This design comes from an exercise in tuning for small area on the open sky130 flow, not from production work.
The RTL was checked by simulation tests, not by an equivalence proof against the original design.
The clock input has no modelled driver; a real chip could not lean on it and would need a root buffer or a full tree.
Power is estimated from default activity; no workload was simulated.

== trial 78 ==
==> flow/design.v (excerpt) <==
module ALD_miami(
    SW,
    RST_N,
    CLOCK_50,
    LEDR
);
input [7:1]SW;
input RST_N;
input CLOCK_50;
output [6:0]LEDR;
wire clk = CLOCK_50;
wire rst = RST_N;
reg [5:0] rung;
wire r0  = (rung == 6'd0);
wire r1  = (rung == 6'd1);
wire r2  = (rung == 6'd2);
wire r6  = (rung == 6'd6);
wire r7  = (rung == 6'd7);
wire r38 = (rung == 6'd38);
reg mstart, mfc, tok;
reg ps0, ps1, ps2;           
reg tonp1_in, trig11, trig21, trig71, trig81;
reg [3:0] cyc_acc;
wire started = ~(cyc_acc[3] & cyc_acc[2] & ~cyc_acc[1]);    
reg SV1, SV4, VV1, VV2, heaterson, reactorheater, mfcwater;
assign LEDR = {mfcwater, reactorheater, heaterson, VV2, VV1, SV4, SV1};
reg [38:0] ring1;
reg [12:0] ring2;
reg [12:0] ring3;
reg cy1, cy2, cy3;
wire seg_tvac1  = (rung <= 6'd11);
wire seg_tpvac  = (rung >= 6'd12) & (rung <= 6'd15);
wire seg_twater = (rung >= 6'd16) & (rung <= 6'd26);
wire seg_tonp1  = (rung >= 6'd27);
wire first1     = r0 | (rung == 6'd12) | (rung == 6'd16) | (rung == 6'd27);
wire act1       = ~r38;
wire en1  = (seg_tonp1 & tonp1_in) | (seg_tvac1 & trig11) | (seg_twater & trig21) | (seg_tpvac & mstart);
wire sat1 = seg_tvac1 ? (ring1[11] & ring1[2] & ring1[1]) :
            seg_tpvac ? (ring1[3] & ring1[2]) :
                        (ring1[10] & ring1[1] & ring1[0]);
wire old1 = ring1[0] & started;
wire cin1 = first1 ? ~(sat1 & started) : cy1;
wire nb1  = act1 ? (en1 & (old1 ^ cin1)) : svac1_n;
wire first2 = r0;
wire sat2   = ring2[12] & ring2[3] & ring2[0];
wire cin2   = first2 ? ~sat2 : cy2;
wire nb2    = trig71 & (ring2[0] ^ cin2);
wire act3   = (rung >= 6'd15) & (rung <= 6'd24);
wire first3 = (rung == 6'd15);
wire sat3   = ring3[9] & ring3[1];
wire old3   = ring3[0] & started;
wire cin3   = first3 ? ~(sat3 & started) : cy3;
wire nb3    = act3 ? (tok & (old3 ^ cin3)) :
              r0   ? (SW[2] | cyc_dn) :
              r1   ? ~SW[7] :
              r38  ? svac2_n : ring3[0];
always @(posedge clk) begin
    ring1 <= {nb1, ring1[38:1]};
    ring2 <= {nb2, ring2[12:1]};
    ring3 <= {nb3, ring3[12:1]};
    cy1 <= old1 & cin1;
    cy2 <= ring2[0] & cin2;
    cy3 <= old3 & cin3;
end
wire tvac1_ge   = ring1[12] & ring1[3];      
wire tvac1_b0   = ring1[1];
  ...
Size in the first run: ~250 cells after synthesis, about 16 I/O pins, ~2900 um2 of cells after synthesis.
export LEC_CHECK = 0
export CAP_MARGIN = 20
export CORE_MARGIN = 2
export CORE_UTILIZATION = 40
export SLEW_MARGIN = 20
create_clock -name core_clock -period 50.0 [get_ports {CLOCK_50}]
standard.sh (not shown) runs the stock make flow with config.mk's settings and CLKGATE_MAP_FILE= SYNTH_SCRIPT=/design/flow/synth_recipe.tcl, a recipe that flattens the netlist after the stock synthesis.
==> flow/flow/run.sh <==
#!/bin/bash
# The standard layout (standard.sh), except:
#  - after the standard synthesis, flow/remap.sh maps the combinational logic
#    again for area (Yosys + ABC); the flip-flops stay as synthesized
#  - the port buffers are the smallest buffer (buf_1) rather than the default
#  - the clock tree is built by flow/mycts.tcl: the clock port drives four
#    buf_8, each driving a quarter of the flip-flops, split by position
set -euo pipefail
P="BUFFER_PORTS_ARGS=-buffer_cell sky130_fd_sc_hd__buf_1"
RES=$PWD/orfs/results/$FLOW_PLATFORM/ALD_miami/base
bash standard.sh synth > standard_synth.log 2>&1
LIB=$(bash standard.sh print-LIB_FILES 2>/dev/null | sed -n 's/^LIB_FILES: *//p' | awk '{print $1}')
DU=$(bash standard.sh print-DONT_USE_CELLS 2>/dev/null | sed -n 's/^DONT_USE_CELLS: *//p')
echo "LIB=$LIB" > remap_inputs.log; echo "DONT_USE=$DU" >> remap_inputs.log
bash flow/remap.sh $RES/1_2_yosys.v "$LIB" "$DU" $PWD/remap.log
bash standard.sh do-1_synth > standard_synth_odb.log 2>&1
bash standard.sh "$P" place > standard_place.log 2>&1
bash standard.sh "$P" run RUN_SCRIPT=$PWD/flow/mycts.tcl RUN_LOG_NAME_STEM=4_1_cts \
  MYCTS_NBUF=4 MYCTS_BUF=sky130_fd_sc_hd__buf_8 MYCTS_CLKNET=CLOCK_50 > mycts.log 2>&1
bash standard.sh "$P" finish > standard_finish.log 2>&1
==> flow/flow/mycts.tcl <==
# Clock tree built by hand: the clock port drives NBUF clock buffers, each of
# which drives one group of flip-flops (groups split by position).
utl::set_metrics_stage "cts__{}"
source $::env(SCRIPTS_DIR)/load.tcl
erase_non_stage_variables cts
load_design 3_place.odb 3_place.sdc

set nbuf $::env(MYCTS_NBUF)
set bufm $::env(MYCTS_BUF)

set db [ord::get_db]
set block [ord::get_db_block]
set clk_port_net [$block findNet $::env(MYCTS_CLKNET)]
set master [$db findMaster $bufm]

# sinks with their positions
set sinks {}
foreach it [$clk_port_net getITerms] {
  set inst [$it getInst]
  set loc [$inst getLocation]
  set m [$inst getMaster]
  set x [expr {[lindex $loc 0] + [$m getWidth] / 2}]
  set y [expr {[lindex $loc 1] + [$m getHeight] / 2}]
  lappend sinks [list $it $x $y]
}
puts "mycts: [llength $sinks] sinks, $nbuf buffers of $bufm"

# split into nbuf groups: recursive bisection for powers of two, else
# strips along the longer side of the sink region
proc split_groups { sinks n dir } {
  if { $n <= 1 } { return [list $sinks] }
  set idx [expr {$dir == 0 ? 1 : 2}]
  set s [lsort -integer -index $idx $sinks]
  if { $n % 2 == 1 } {
    set out {}
    set len [llength $s]
    for {set k 0} {$k < $n} {incr k} {
      set lo [expr {$k * $len / $n}]
      set hi [expr {($k + 1) * $len / $n - 1}]
      lappend out [lrange $s $lo $hi]
    }
    return $out
  }
  set half [expr {[llength $s] / 2}]
  set a [lrange $s 0 [expr {$half - 1}]]
  set b [lrange $s $half end]
  set nd [expr {1 - $dir}]
  return [concat [split_groups $a [expr {$n / 2}] $nd] [split_groups $b [expr {$n / 2}] $nd]]
}
set groups [split_groups $sinks $nbuf 0]

set i 0
foreach g $groups {
  set sx 0; set sy 0
  foreach s $g { incr sx [lindex $s 1]; incr sy [lindex $s 2] }
  set cx [expr {$sx / [llength $g]}]
  set cy [expr {$sy / [llength $g]}]
  set inst [odb::dbInst_create $block $master "clkbuf_hand_$i"]
  set net [odb::dbNet_create $block "clknet_hand_$i"]
  $net setSigType CLOCK
  foreach s $g {
    set it [lindex $s 0]
    $it disconnect
    $it connect $net
  }
  [$inst findITerm A] connect $clk_port_net
  [$inst findITerm X] connect $net
  $inst setLocation [expr {$cx - [$master getWidth] / 2}] [expr {$cy - [$master getHeight] / 2}]
  $inst setPlacementStatus PLACED
  puts "mycts: buffer $i drives [llength $g] sinks at ($cx, $cy)"
  incr i
}

set_placement_padding -global \
  -left $::env(CELL_PAD_IN_SITES_DETAIL_PLACEMENT) \
  -right $::env(CELL_PAD_IN_SITES_DETAIL_PLACEMENT)
detailed_placement
set_propagated_clock [all_clocks]
estimate_parasitics -placement
report_clock_skew
report_check_types -max_slew -max_capacitance -violators
# slew at the flip-flop clock pins
for {set j 0} {$j < $i} {incr j} {
  set pins [get_pins -of_objects [get_nets clknet_hand_$j] -filter "direction==input"]
  set p [lindex $pins end]
  report_slews $p
}


if { !$::env(SKIP_CTS_REPAIR_TIMING) } {
  repair_timing_helper
  set result [catch { detailed_placement } msg]
  if { $result != 0 } {
    error "Detailed placement failed in CTS: $msg"
  }
  check_placement -verbose
}
report_metrics 4 "cts final"
orfs_write_db $::env(RESULTS_DIR)/4_1_cts.odb
orfs_write_sdc $::env(RESULTS_DIR)/4_cts.sdc
Other scripts of this flow, unchanged in this note and not shown: flow/flow/remap.sh
Edits applied to the flow inputs when going from trial 78 to build 52:
diff --git a/flow/flow/run.sh b/flow/flow/run.sh
--- a/flow/flow/run.sh
+++ b/flow/flow/run.sh
@@ -5,5 +5,5 @@
 #  - the port buffers are the smallest buffer (buf_1) rather than the default
 #  - the clock tree is built by flow/mycts.tcl: the clock port drives four
-#    buf_8, each driving a quarter of the flip-flops, split by position
+#    buf_12, each driving a quarter of the flip-flops, split by position
 set -euo pipefail
 P="BUFFER_PORTS_ARGS=-buffer_cell sky130_fd_sc_hd__buf_1"
@@ -17,4 +17,4 @@
 bash standard.sh "$P" place > standard_place.log 2>&1
 bash standard.sh "$P" run RUN_SCRIPT=$PWD/flow/mycts.tcl RUN_LOG_NAME_STEM=4_1_cts \
-  MYCTS_NBUF=4 MYCTS_BUF=sky130_fd_sc_hd__buf_8 MYCTS_CLKNET=CLOCK_50 > mycts.log 2>&1
+  MYCTS_NBUF=4 MYCTS_BUF=sky130_fd_sc_hd__buf_12 MYCTS_CLKNET=CLOCK_50 > mycts.log 2>&1
 bash standard.sh "$P" finish > standard_finish.log 2>&1
==> notes.md <==
- [build 52] sequential fraction of total cell area fell 0.29 points relative to trial 78
- There was hardly any difference in global-route usage between build 52 and trial 78.
- Between trial 78 and build 52, the flow reports area of all placed cells without fillers increasing slightly.
- Build 52 — power about 3.7% higher, trial 78 as reference
- On minimum clock period after layout: between trial 78 and build 52, it ends up higher for trial 78.
- Compared with trial 78, met3 wirelength from detailed routing in build 52 decreased by more than 10%.
- The run with more routed wire is trial 78, not build 52.
No run of this note takes its clock network from TritonCTS; it comes from the design's own scripts or RTL.

* * *

The RTL this note starts from:
==> flow/design.v <==
module ALD_miami(
    SW,
    RST_N,
    CLOCK_50,
    LEDR
);
input [7:1]SW;
input RST_N;
input CLOCK_50;
output [6:0]LEDR;
wire clk = CLOCK_50;
wire rst = RST_N;
reg [5:0] rung;
wire r0  = (rung == 6'd0);
wire r1  = (rung == 6'd1);
wire r2  = (rung == 6'd2);
wire r6  = (rung == 6'd6);
wire r7  = (rung == 6'd7);
wire r38 = (rung == 6'd38);
reg started;                 
reg mstart, mfc, tok;
reg ps0, ps1, ps2;           
reg tonp1_in, trig11, trig21, trig71, trig81;
reg [3:0] cyc_acc;
reg SV1, SV4, VV1, VV2, heaterson, reactorheater, mfcwater;
assign LEDR = {mfcwater, reactorheater, heaterson, VV2, VV1, SV4, SV1};
reg [38:0] ring1;
reg [12:0] ring2;
reg [12:0] ring3;
reg cy1, cy2, cy3;
wire seg_tvac1  = (rung <= 6'd11);
wire seg_tpvac  = (rung >= 6'd12) & (rung <= 6'd15);
wire seg_twater = (rung >= 6'd16) & (rung <= 6'd26);
wire seg_tonp1  = (rung >= 6'd27);
wire first1     = r0 | (rung == 6'd12) | (rung == 6'd16) | (rung == 6'd27);
wire act1       = ~r38;
wire en1  = (seg_tonp1 & tonp1_in) | (seg_tvac1 & trig11) | (seg_twater & trig21) | (seg_tpvac & mstart);
wire sat1 = seg_tvac1 ? (ring1[11] & ring1[2] & ring1[1]) :
            seg_tpvac ? (ring1[3] & ring1[2]) :
                        (ring1[10] & ring1[1] & ring1[0]);
wire old1 = ring1[0] & started;
wire cin1 = first1 ? ~(sat1 & started) : cy1;
wire nb1  = act1 ? (en1 & (old1 ^ cin1)) : svac1_n;
wire first2 = r0;
wire sat2   = ring2[12] & ring2[3] & ring2[0];
wire cin2   = first2 ? ~sat2 : cy2;
wire nb2    = trig71 & (ring2[0] ^ cin2);
wire act3   = (rung >= 6'd15) & (rung <= 6'd24);
wire first3 = (rung == 6'd15);
wire sat3   = ring3[9] & ring3[1];
wire old3   = ring3[0] & started;
wire cin3   = first3 ? ~(sat3 & started) : cy3;
wire nb3    = act3 ? (tok & (old3 ^ cin3)) :
              r0   ? (SW[2] | cyc_dn) :
              r1   ? ~SW[7] :
              r38  ? svac2_n : ring3[0];
always @(posedge clk) begin
    ring1 <= {nb1, ring1[38:1]};
    ring2 <= {nb2, ring2[12:1]};
    ring3 <= {nb3, ring3[12:1]};
    cy1 <= old1 & cin1;
    cy2 <= ring2[0] & cin2;
    cy3 <= old3 & cin3;
end
wire tvac1_ge   = ring1[12] & ring1[3];      
wire tvac1_b0   = ring1[1];
wire twater_ge  = ring1[27] & ring1[18];     
wire twater_b0  = ring1[17];
wire tonp1_ge   = ring1[38] & ring1[29];     
wire tonp1_b0   = ring1[28];
wire tvacw_ge   = ring2[0] & ring2[4];       
wire tvacw_b0   = ring2[1];
wire tvacw_ge3  = ring2[0] & (ring2[4] | (ring2[3] & ring2[2] & ring2[1]));  
wire pulse_sat  = ring3[4] & ring3[9];
wire tpvac_sat  = ring1[16] & ring1[15];     
wire pulse_b9   = ring3[12];
wire vacpumps   = mstart & (~tpvac_sat | ~(ps0 | pulse_b9));
wire svac1      = ring1[0];
wire mstop_r2   = ring3[11];
wire mstop      = ring3[1];
wire heat       = ring3[2];
wire svac2      = ring3[0];
wire svac1_n    = trig11 & ~tvac1_ge;
wire svac2_n    = trig71 & ~tvacw_ge3;
wire startpos  = ps1 & ~ps2;
wire sv11      = tonp1_in & ~tonp1_ge;
wire sv1_start = tonp1_ge & ~tonp1_b0;
wire tonp1_n   = (trig81 & ~cyc_ep) | ps1 | sv11;
wire trig11_n  = sv1_start | (trig11 & ~startpos & ~trig81);
wire trig21_n  = (tvac1_ge & tvac1_b0) | (trig21 & ~startpos & ~trig81);
wire sw_tt     = trig21 & ~twater_ge;
wire trig71_n  = (trig21_n & twater_ge & ~twater_b0) | (trig71 & ~startpos & ~trig81);
wire trig81_n  = tvacw_ge & ~tvacw_b0;
wire cyc_res   = cyc_acc[3] & cyc_acc[1] & (cyc_acc[2] | cyc_acc[0]);    
wire cyc_ep    = cyc_acc[3] & cyc_acc[1] & ~cyc_acc[0];                   
wire cyc_full  = cyc_ep & ~cyc_acc[2];                                    
wire cyc_dn    = cyc_full;
wire cyc_inc   = trig81 & ~cyc_full;
wire [3:0] cyc_acc31 = cyc_res ? 4'd0 : cyc_acc + {3'd0, cyc_inc};
wire cyc_full31 = cyc_acc31[3] & cyc_acc31[1];
always @(posedge clk) begin
    if (r7) begin
        ps0 <= tok & ~pulse_sat;
    end
end
always @(posedge clk or negedge rst) begin
    if (rst == 1'b0) begin
        rung <= 6'd0;
        started <= 1'b0;
        mstart <= 1'b0;
        mfc <= 1'b0; tok <= 1'b0;
        ps1 <= 1'b0; ps2 <= 1'b0;
        tonp1_in <= 1'b0; trig11 <= 1'b0; trig21 <= 1'b0; trig71 <= 1'b0; trig81 <= 1'b0;
        cyc_acc <= 4'd0;
        SV1 <= 1'b0; SV4 <= 1'b0; VV1 <= 1'b0; VV2 <= 1'b0;
        heaterson <= 1'b0; reactorheater <= 1'b0; mfcwater <= 1'b0;
    end
    else begin
        rung <= r38 ? 6'd0 : rung + 6'd1;
        if (r2) mstart <= (~SW[1] & ~SW[3]) | (mstart & ~SW[2] & ~mstop_r2);
        if (r6) mfc <= mstart & (~SW[5] | (SW[6] & mfc));
        if (r7) begin
            tok <= mstart & (~SW[4] | tok);
        end
        if (r38) begin
            started <= 1'b1;
            ps1 <= ps0; ps2 <= ps1;
            tonp1_in <= tonp1_n;
            trig11 <= trig11_n;
            trig21 <= trig21_n;
            trig71 <= trig71_n;
            trig81 <= trig81_n;
            cyc_acc <= startpos ? (cyc_full31 ? 4'd14 : 4'd11) : cyc_acc31;
            SV1 <= mstart & sv11;
            SV4 <= mstart & sw_tt;
            VV1 <= mstart & (vacpumps | svac1);
            VV2 <= mstart & (vacpumps | svac2);
            heaterson <= heat;
            reactorheater <= (mstart | reactorheater) & ~mstop;
            mfcwater <= mfc;
        end
    end
end
endmodule
export LEC_CHECK = 0
export CAP_MARGIN = 20
export CORE_MARGIN = 2
export CORE_UTILIZATION = 40
export SLEW_MARGIN = 20
create_clock -name core_clock -period 50.0 [get_ports {CLOCK_50}]
==> flow/flow/run.sh <==
#!/bin/bash
# The standard layout (standard.sh), except:
#  - after floorplanning, flow/restructure.tcl re-maps the combinational logic
#    for area (OpenROAD restructure); the flip-flops stay as synthesized
#  - the port buffers are the smallest buffer (buf_1) rather than the default
#  - the clock tree is built by flow/mycts.tcl: the clock port drives four
#    buf_12, each driving a quarter of the flip-flops, split by position
set -euo pipefail
P="BUFFER_PORTS_ARGS=-buffer_cell sky130_fd_sc_hd__buf_1"
R="POST_FLOORPLAN_TCL=$PWD/flow/restructure.tcl"
bash standard.sh "$P" "$R" place > standard_place.log 2>&1
bash standard.sh "$P" "$R" run RUN_SCRIPT=$PWD/flow/mycts.tcl RUN_LOG_NAME_STEM=4_1_cts \
  MYCTS_NBUF=4 MYCTS_BUF=sky130_fd_sc_hd__buf_12 MYCTS_CLKNET=CLOCK_50 > mycts.log 2>&1
bash standard.sh "$P" "$R" finish > standard_finish.log 2>&1
==> flow/flow/restructure.tcl <==
# Sourced by ORFS floorplan.tcl as its POST_FLOORPLAN_TCL hook: area recovery
# on the synthesized netlist with OpenROAD's restructure (ABC re-mapping of
# the combinational logic for area).  Flip-flops are not touched.
set rmp_lib [lindex $::env(LIB_FILES) 0]
set rmp_dir $::env(RESULTS_DIR)/rmp
file mkdir $rmp_dir
log_cmd restructure -liberty_file $rmp_lib -target area \
  -tielo_port $::env(TIELO_CELL_AND_PORT) -tiehi_port $::env(TIEHI_CELL_AND_PORT) \
  -work_dir $rmp_dir -abc_logfile $::env(LOG_DIR)/2_1_restructure_abc.log
report_design_area
Scripts as last shown in full above: flow/flow/mycts.tcl
The baseline completed without violations.
Then changed:
==> flow/flow/run.sh (replaced) <==
#!/bin/bash
# The standard layout, except:
#  - the port buffers are the smallest buffer (buf_1) rather than the default
#  - the clock tree is built by flow/mycts.tcl: the clock port drives four
#    buf_12, each driving a quarter of the flip-flops, split by position
set -euo pipefail
P="BUFFER_PORTS_ARGS=-buffer_cell sky130_fd_sc_hd__buf_1"
bash standard.sh "$P" place > standard_place.log 2>&1
bash standard.sh "$P" run RUN_SCRIPT=$PWD/flow/mycts.tcl RUN_LOG_NAME_STEM=4_1_cts \
  MYCTS_NBUF=4 MYCTS_BUF=sky130_fd_sc_hd__buf_12 MYCTS_CLKNET=CLOCK_50 > mycts.log 2>&1
bash standard.sh "$P" finish > standard_finish.log 2>&1
removed: flow/flow/restructure.tcl
Total power climbs by 0.37%.
Worst hold slack got worse by 0.0087 ns.
Setup slack is worse by 0.011 ns.
Then changed:
--- a/flow/flow/run.sh
+++ b/flow/flow/run.sh
@@ -2 +2,3 @@
-# The standard layout, except:
+# The standard layout (standard.sh), except:
+#  - after the standard synthesis, flow/remap.sh maps the combinational logic
+#    again for area (Yosys + ABC); the flip-flops stay as synthesized
@@ -7,0 +10,7 @@
+RES=$PWD/orfs/results/$FLOW_PLATFORM/ALD_miami/base
+bash standard.sh synth > standard_synth.log 2>&1
+LIB=$(bash standard.sh print-LIB_FILES 2>/dev/null | sed -n 's/^LIB_FILES: *//p' | awk '{print $1}')
+DU=$(bash standard.sh print-DONT_USE_CELLS 2>/dev/null | sed -n 's/^DONT_USE_CELLS: *//p')
+echo "LIB=$LIB" > remap_inputs.log; echo "DONT_USE=$DU" >> remap_inputs.log
+bash flow/remap.sh $RES/1_2_yosys.v "$LIB" "$DU" $PWD/remap.log
+bash standard.sh do-1_synth > standard_synth_odb.log 2>&1
==> flow/flow/remap.sh (new file) <==
#!/bin/bash
# remap.sh NETLIST LIB "DONT_USE_CELLS" LOG
# Area re-mapping of a synthesized netlist's combinational logic: Yosys reads
# the cells as their liberty functions, keeps every flip-flop as the cell
# instance synthesis made (same name, same type), flattens the rest to gates
# and maps it again with ABC for area (deepsyn, then amap), then writes the
# netlist back in place.
set -euo pipefail
NET=$1; LIB=$2; DU=$3; LOG=$4
DUARGS=""
for c in $DU; do DUARGS="$DUARGS -dont_use $c"; done
cat > remap.ys <<YS
read_liberty -ignore_miss_func $LIB
read_verilog $NET.standard
hierarchy -top $FLOW_TOP
setattr -mod -set keep_hierarchy 1 sky130_fd_sc_hd__df* sky130_fd_sc_hd__edf* sky130_fd_sc_hd__sdf* sky130_fd_sc_hd__dl*
flatten
opt_clean
abc -liberty $LIB $DUARGS -script "+strash;&get -n;&deepsyn -T 10;&put;dch -f;amap -F 5 -A 10;topo"
opt_clean
select $FLOW_TOP
write_verilog -noattr -selected $NET
YS
cp $NET $NET.standard
yosys -s remap.ys > $LOG 2>&1
=> Synthesized cell count went down by a little under a tenth. Worst setup slack gains 0.012 ns. Via count went down by a few percent. Final cell count went down by a few percent. Power went down slightly. Die area went down by a little under a tenth. Routed wire length went down by a few percent. Synthesized area went down by a little under a tenth. Critical path depth does not change. Hold slack gains 0.0081 ns. Utilization went up by 2.5 points.
No run of this note takes its clock network from TritonCTS; it comes from the design's own scripts or RTL.

## what the ideal ports hide
How much do the figures lean on ideal ports? The routed layouts below were timed once more, with nothing changed but the port constraints. Step 1: set_driving_cell puts a clkbuf_16 on CLOCK_50 and a buf_2 on each other input, an assumption about the parent block. Step 2 moves the port delays by t, midway between the first and last clock arrival at a register: inputs arrive t later, outputs are due t later. That takes back most of the time a late clock gives input paths. a / b / c = ideal / step 1 / step 2; a / b = the first two.
| run | t, ns | setup slack, ns | pins driven straight from the clock port |
|---|---|---|---|
| trial 78 | 0.212 | 39.306 / 39.233 / 39.401 | 4 |
| build 52 | 0.206 | 39.330 / 39.248 / 39.205 | 4 |
| the first run of note 2 | 0.206 | 39.352 / 39.270 / 39.391 | 4 |
| the second run of note 2 | 0.204 | 39.341 / 39.263 / 39.465 | 4 |
| the third run of note 2 | 0.201 | 39.353 / 39.275 / 39.455 | 4 |
After both steps setup and hold are still met in every run listed. The setup slack of build 52, which loses most, moves by -0.082 ns with the drivers and by -0.125 ns with both steps.
